Context: an optimization exercise on an open-source flow, tuned for small area, a short achievable clock period and few clock cycles. The choices shown serve that exercise and are no tape-out recipe.
Function was checked by simulation only, so behaviour that the tests miss may differ from the original.
Power figures rest on the tool's default switching activity, not on a simulated workload.

== run P ==
## mvm
module mvm #(
    parameter NUM_OLANES = 8
)(
    input clk,
    input rst,
    output [7:0] o_vec_raddr,
    input  [63:0] i_vec_rdata,
    output [8:0] o_mat_raddr,
    input  [NUM_OLANES*64-1:0] i_mat_rdata,
    input i_start,
    input [7:0] i_vec_start_addr,
    input [8:0] i_vec_num_words,
    input [8:0] i_mat_start_addr,
    input [9:0] i_mat_num_rows_per_olane,
    output o_busy,
    output [NUM_OLANES*32-1:0] o_result,
    output o_valid
);
localparam NCUT = 3;     
logic rd_valid, rd_first, rd_last;
logic [8:0] mat_raddr;
ctrl ctrl_inst (
    .clk(clk),
    .rst(rst),
    .start(i_start),
    .vec_start_addr(i_vec_start_addr),
    .vec_num_words(i_vec_num_words),
    .mat_start_addr(i_mat_start_addr),
    .mat_num_rows_per_olane(i_mat_num_rows_per_olane),
    .vec_raddr(o_vec_raddr),
    .mat_raddr(mat_raddr),
    .rd_valid(rd_valid),
    .rd_first(rd_first),
    .rd_last(rd_last),
    .busy(o_busy)
);
logic [8:0] mat_raddr_r;
always_ff @(posedge clk) mat_raddr_r <= mat_raddr;
assign o_mat_raddr = mat_raddr_r;
logic [NCUT+2:0] vl_p;       
logic [NCUT:0]   first_p;    
always_ff @(posedge clk) begin
    if (rst) vl_p <= '0;
    else     vl_p <= {vl_p[NCUT+1:0], rd_valid & rd_last};
end
always_ff @(posedge clk) first_p <= {first_p[NCUT-1:0], rd_first};
genvar l;
generate
for (l = 0; l < NUM_OLANES; l = l + 1) begin : lanes
    logic [26:0] sum;
    lane lane_inst (
        .clk(clk),
  ...
For scale: about 14000 cells after synthesis, roughly 2800 flip-flops, roughly 0.18 mm^2 of cells after synthesis.
==> module lane_acc, before the edit <==
module lane_acc (
    input [40:0] x,
    input first_nx,
    input [26:0] fb,
    output [26:0] nxt,
    output [26:0] fb_nxt
);
wire [53:0] t;
fa u0 (.a(x[0]), .b(x[1]), .c(fb[0]), .s(t[0]), .co(t[1]));
assign t[2] = ~(x[2] ^ fb[1]);
assign t[3] = x[2] | fb[1];
assign t[4] = ~(x[3] ^ fb[2]);
assign t[5] = x[3] | fb[2];
fa u1 (.a(x[4]), .b(x[5]), .c(fb[3]), .s(t[6]), .co(t[7]));
assign t[8] = ~(x[6] ^ fb[4]);
assign t[9] = x[6] | fb[4];
assign t[10] = ~(x[7] ^ fb[5]);
assign t[11] = x[7] | fb[5];
fa u2 (.a(x[8]), .b(x[9]), .c(fb[6]), .s(t[12]), .co(t[13]));
fa u3 (.a(x[10]), .b(x[11]), .c(fb[7]), .s(t[14]), .co(t[15]));
fa u4 (.a(x[12]), .b(x[13]), .c(fb[8]), .s(t[16]), .co(t[17]));
fa u5 (.a(x[14]), .b(x[15]), .c(fb[9]), .s(t[18]), .co(t[19]));
fa u6 (.a(x[16]), .b(x[17]), .c(fb[10]), .s(t[20]), .co(t[21]));
fa u7 (.a(x[18]), .b(x[19]), .c(fb[11]), .s(t[22]), .co(t[23]));
fa u8 (.a(x[20]), .b(x[21]), .c(fb[12]), .s(t[24]), .co(t[25]));
fa u9 (.a(x[22]), .b(x[23]), .c(fb[13]), .s(t[26]), .co(t[27]));
fa u10 (.a(x[24]), .b(x[25]), .c(fb[14]), .s(t[28]), .co(t[29]));
fa u11 (.a(x[26]), .b(x[27]), .c(fb[15]), .s(t[30]), .co(t[31]));
fa u12 (.a(x[28]), .b(x[29]), .c(fb[16]), .s(t[32]), .co(t[33]));
fa u13 (.a(x[30]), .b(x[31]), .c(fb[17]), .s(t[34]), .co(t[35]));
assign t[36] = ~(x[32] ^ fb[18]);
assign t[37] = x[32] | fb[18];
assign t[38] = ~(x[33] ^ fb[19]);
assign t[39] = x[33] | fb[19];
assign t[40] = ~(x[34] ^ fb[20]);
assign t[41] = x[34] | fb[20];
assign t[42] = ~(x[35] ^ fb[21]);
assign t[43] = x[35] | fb[21];
assign t[44] = ~(x[36] ^ fb[22]);
assign t[45] = x[36] | fb[22];
assign t[46] = ~(x[37] ^ fb[23]);
assign t[47] = x[37] | fb[23];
assign t[48] = ~(x[38] ^ fb[24]);
assign t[49] = x[38] | fb[24];
assign t[50] = ~(x[39] ^ fb[25]);
assign t[51] = x[39] | fb[25];
assign t[52] = ~(x[40] ^ fb[26]);
assign t[53] = x[40] | fb[26];
wire [26:0] s = {t[52], t[50], t[48], t[46], t[44], t[42], t[40], t[38], t[36], t[34], t[32], t[30], t[28], t[26], t[24], t[22], t[20], t[18], t[16], t[14], t[12], t[10], t[8], t[6], t[4], t[2], t[0]};
wire [26:0] c = {t[51], t[49], t[47], t[45], t[43], t[41], t[39], t[37], t[35], t[33], t[31], t[29], t[27], t[25], t[23], t[21], t[19], t[17], t[15], t[13], t[11], t[9], t[7], t[5], t[3], t[1], 1'b1};
wire [27:0] sum_p = {s, 1'b1} + {c, 1'b1};    
assign nxt = ~sum_p[27:1];
assign fb_nxt = sum_p[27:1] | {27{first_nx}};
endmodule
Settings: LEC_CHECK=0, CAP_MARGIN=20, CORE_MARGIN=2, CORE_UTILIZATION=50, PLACE_DENSITY=0.65, SETUP_SLACK_MARGIN=3.3, SLEW_MARGIN=20, SYNTH_HIERARCHICAL=1, SYNTH_MINIMUM_KEEP_SIZE=0; clock period 6.0 ns.
standard.sh (not shown) runs the stock make flow with config.mk's settings and CLKGATE_MAP_FILE= SYNTH_SCRIPT=/design/flow/synth_recipe.tcl, a recipe that flattens the netlist after the stock synthesis.
==> flow/flow/run.sh <==
#!/bin/bash
# Layout: the standard flow (standard.sh, unchanged synthesis and steps),
# except that the input and output ports are buffered with plain buffers
# (buf_1, resized later by the flow as timing needs) instead of the delay-type
# buffer the placer picks by default.  make's full output goes to
# standard.log; each ORFS step keeps its own log under orfs/logs/.
set -uo pipefail
export BUFFER_PORTS_ARGS="-buffer_cell sky130_fd_sc_hd__buf_1"
bash standard.sh > standard.log 2>&1
status=$?
tail -n 40 standard.log
exit $status
Run P: complete, dirty (antenna violations)
Testbench counts of run P, summed over its fixed seeds: cycles 28,922.
Setup changes, run P to run Z
diff --git a/flow/design.v b/flow/design.v
--- a/flow/design.v
+++ b/flow/design.v
@@ -1120,8 +1120,43 @@
 wire [26:0] s = {t[52], t[50], t[48], t[46], t[44], t[42], t[40], t[38], t[36], t[34], t[32], t[30], t[28], t[26], t[24], t[22], t[20], t[18], t[16], t[14], t[12], t[10], t[8], t[6], t[4], t[2], t[0]};
 wire [26:0] c = {t[51], t[49], t[47], t[45], t[43], t[41], t[39], t[37], t[35], t[33], t[31], t[29], t[27], t[25], t[23], t[21], t[19], t[17], t[15], t[13], t[11], t[9], t[7], t[5], t[3], t[1], 1'b1};
-wire [27:0] sum_p = {s, 1'b1} + {c, 1'b1};    
+wire [27:0] sum_p;    
+cpa cpa_inst (.a({s, 1'b1}), .b({c, 1'b1}), .y(sum_p));
 assign nxt = ~sum_p[27:1];
 assign fb_nxt = sum_p[27:1] | {27{first_nx}};
 endmodule
+module cpa (
+    input [27:0] a,
+    input [27:0] b,
+    output [27:0] y
+);
+wire [27:0] p0 = a ^ b;
+wire [27:0] g0 = a & b;
+wire [27:0] g1, p1;
+assign g1[0:0] = g0[0:0];
+assign p1[0:0] = p0[0:0];
+assign g1[27:1] = g0[27:1] | (p0[27:1] & g0[26:0]);
+assign p1[27:1] = p0[27:1] & p0[26:0];
+wire [27:0] g2, p2;
+assign g2[1:0] = g1[1:0];
+assign p2[1:0] = p1[1:0];
+assign g2[27:2] = g1[27:2] | (p1[27:2] & g1[25:0]);
+assign p2[27:2] = p1[27:2] & p1[25:0];
+wire [27:0] g3, p3;
+assign g3[3:0] = g2[3:0];
+assign p3[3:0] = p2[3:0];
+assign g3[27:4] = g2[27:4] | (p2[27:4] & g2[23:0]);
+assign p3[27:4] = p2[27:4] & p2[23:0];
+wire [27:0] g4, p4;
+assign g4[7:0] = g3[7:0];
+assign p4[7:0] = p3[7:0];
+assign g4[27:8] = g3[27:8] | (p3[27:8] & g3[19:0]);
+assign p4[27:8] = p3[27:8] & p3[19:0];
+wire [27:0] g5, p5;
+assign g5[15:0] = g4[15:0];
+assign p5[15:0] = p4[15:0];
+assign g5[27:16] = g4[27:16] | (p4[27:16] & g4[11:0]);
+assign p5[27:16] = p4[27:16] & p4[11:0];
+assign y = p0 ^ {g5[26:0], 1'b0};
+endmodule
 module fa (input a, input b, input c, output s, output co);
 assign s = a ^ b ^ c;
--- outcome ---
The flow did not stop early for run Z: all stages ran, and the layout cleared the timing, DRC and antenna checks.
Area after synthesis: lower on run P
Sequential share of layout area: run Z < run P
Compared with run P, run Z has extra setup slack.
NOTE: share of final layout cell area taken by clock buffers and inverters in run Z falls short of that of run P
Number of stages on the worst setup path: run P and run Z compared, higher one is run P
Taking run P as the reference, in run Z area of the multi-input gates moved up, combinational cell fraction of total power moved up, final area moved up.
Testbench counts of run Z, summed over its fixed seeds: cycles 28,922.

afterwards: timing with drivers on the ports:
The flow's constraints put no driver on any port. The routed layouts listed below were extracted and timed again, unchanged, in two steps. Step 1: set_driving_cell puts a clkbuf_16 on clk and a buf_2 on each other input, an assumption about the parent block. Step 2 times the ports against the registers' clock, not the clock port: input delays grow and output delays shrink by t, the midpoint of the rising clock arrivals with the driver on. Slacks: no drivers / after step 1 / after step 2; pairs: no drivers / after step 1.
run	t (ns)	setup slack, ns	hold slack, ns	worst setup path after step 2	cell pins on the clock port's net
run P	1.067	3.032 / 3.032 / 2.073	0.316 / 0.316 / 0.316	input to register	1
run Z	1.056	3.042 / 3.042 / 2.134	0.312 / 0.312 / 0.312	input to register	1
For run P, which loses most, drivers alone change the setup slack by 0.000 ns; drivers and shift together by -0.959 ns.
